This design comes from an exercise in tuning for small area, a short achievable clock period and few clock cycles on the open sky130 flow, not from production work. Where RTL was checked, it was by simulation tests only, not by an equivalence proof against the original.

## spm_mul_bcd
module spm_mul_bcd(
    input  wire        clk,
    input  wire        rst,
    input  wire        start,
    input  wire [7:0]  mc,
    input  wire [7:0]  mp,
    output reg  [15:0] product,
    output wire [19:0] bcd,
    output reg         done
);
    reg  [7:0] am, bm;
    reg        ba, bb;
    integer k;
    always @* begin
        ba = 1'b0;
        bb = 1'b0;
        for (k = 0; k < 7; k = k + 1) begin
            am[k] = mc[k] ^ (mc[7] & ba);
            bm[k] = mp[k] ^ (mp[7] & bb);
            ba = ba | mc[k];
            bb = bb | mp[k];
        end
        am[7] = mc[7] & ~ba;
        bm[7] = mp[7] & ~bb;
    end
    wire [13:0] p77;
    mul7u mult(.a(am[6:0]), .b(bm[6:0]), .p(p77));
    wire [14:0] mul = {1'b0, p77} | ({15{am[7]}} & {bm, 7'b0}) | ({15{bm[7]}} & {1'b0, am[6:0], 7'b0});
    wire neg = (mc[7] ^ mp[7]) & (mc[7] | ba) & (mp[7] | bb);
    reg [14:0] mag;
    reg        sgn;
    always @(posedge clk)
        if (start) begin
            mag <= mul;
            sgn <= neg;
        end
    always @(posedge clk or posedge rst)
        if (rst)
            done <= 1'b0;
        else if (start)
            done <= 1'b1;
    reg below;
    always @* begin
        below = 1'b0;
        for (k = 0; k < 15; k = k + 1) begin
            product[k] = mag[k] ^ (sgn & below);
            below = below | mag[k];
        end
        product[15] = sgn;
    end
    BCD binary_bcd(.in(mag), .bcd(bcd));
endmodule
Size: roughly 590 cells after synthesis, about 56 I/O pins, about 0.0040 sq mm of cells after synthesis.
clock: 18.0 ns
lec_check: 0
abc_area: 1
cap_margin: 20
core_margin: 2
core_utilization: 40
slew_margin: 20
run.sh (not shown) runs the stock make flow with config.mk's settings and CLKGATE_MAP_FILE= SYNTH_SCRIPT=/design/flow/synth_recipe.tcl, a recipe that flattens the netlist after the stock synthesis.
Testbench counts at the start, summed over its fixed seeds: cycles 3,200.
Then changed:
==> flow/flow/run.sh (new file) <==
#!/bin/bash
# The standard layout with buf_1 port buffers and repair_timing aiming at
# a setup slack margin of 10 ns. standard.log holds the whole ORFS run.
export BUFFER_PORTS_ARGS="-buffer_cell sky130_fd_sc_hd__buf_1"
export SETUP_SLACK_MARGIN=10
bash standard.sh > standard.log 2>&1
==> flow/standard.sh (new file) <==
#!/bin/bash
# synth_recipe.tcl (not shown) runs the flow's synth.tcl, then flattens the netlist and writes it again
# the make line also repeats each setting of config.mk as NAME=value (left out here)
make -C /OpenROAD-flow-scripts/flow DESIGN_CONFIG=/design/flow/config.mk WORK_HOME=/design/flow/orfs CLKGATE_MAP_FILE= SYNTH_SCRIPT=/design/flow/synth_recipe.tcl "${@:-finish}"
removed: flow/run.sh
Clock skew stays the same.
Worst hold slack barely changes.
Then changed:
==> flow/flow/run.sh (replaced) <==
#!/bin/bash
# The standard layout, except that the port buffers are buf_1 cells instead
# of the buffer buffer_ports picks by default. Each tool's output is logged
# in this folder (standard.log holds the whole ORFS make run).
export BUFFER_PORTS_ARGS="-buffer_cell sky130_fd_sc_hd__buf_1"
bash standard.sh > standard.log 2>&1
=> The changed run went through all stages and came out clean; wire length shrinks by 17%; critical path depth shrinks by 18; count of clock-buffer cells in the layout does not change; setup slack got worse by 400 ps; global-route usage shrinks by 0.74 points; fmax shrinks by 4.7%; final cell count shrinks by 5.6%; final area shrinks by 19%; die area stays the same; hold slack improved by 3.8 ps; sequential share of layout area grows by 2.2 points.

* * *

harbor:
spm_mul_bcd, a different RTL version from the one above (not shown whole).
For scale: ~720 cells after synthesis, roughly 17 flip-flops, roughly 0.0050 mm² of cells after synthesis.
Settings: LEC_CHECK=0, ABC_AREA=1, CAP_MARGIN=20, CORE_MARGIN=2, CORE_UTILIZATION=65, SLEW_MARGIN=20; clock period 18.0 ns.
Stock flow here: none of the scripts above is used.
Inputs modified between harbor and delta:
Settings: CORE_UTILIZATION changed from 65 to 40.
[summary]
Cmp delta and harbor / fraction of met1 tracks used by global routing / lower: delta
delta vs. harbor: number of iterations in the first detailed-routing pass saw little to no change; met2 usage dropped 23 points; post-route worst setup slack moved down.
No run of this note included a check of the RTL's function; only the layout flow was run.

-- port drivers added, routing unchanged --
No port has a modelled driver above. Below, the same layouts with a new extraction and two added sets of constraints.
Step 1 (the two cells are an assumption about what drives the block):
set clk [get_ports {clk}]
set_driving_cell -lib_cell sky130_fd_sc_hd__clkbuf_16 $clk
set_driving_cell -lib_cell sky130_fd_sc_hd__buf_2 [delete_from_list [all_inputs] $clk]
Step 2 also shifts input and output timing later by t, the mid clock arrival at the registers, as if the neighbouring blocks saw the same clock.
Slacks: no drivers / after step 1 / after step 2; pairs: no drivers / after step 1.
run	t (ns)	setup slack, ns	hold WS [ns]	clock arrival spread, ns	slew at the worst register clock pin (ns)
the first run of note 1	0.278	9.193 / 9.201 / 8.923	0.469 / 0.469 / 0.469	0.004 / 0.004	0.06 / 0.06
the second run of note 1	0.282	9.927 / 9.897 / 9.669	0.470 / 0.470 / 0.470	0.004 / 0.004	0.07 / 0.07
the third run of note 1	0.276	9.532 / 9.541 / 9.265	0.474 / 0.474 / 0.474	0.002 / 0.003	0.06 / 0.06
harbor	0.274	8.405 / 8.379 / 8.652	0.477 / 0.477 / 0.477	0.003 / 0.003	0.06 / 0.06
delta	0.281	8.364 / 8.332 / 8.613	0.462 / 0.462 / 0.462	0.001 / 0.000	0.05 / 0.05
After both steps every run listed still meets setup and hold. The setup slack of the first run of note 1, which loses most, moves by +0.008 ns with the drivers and by -0.270 ns with both steps.
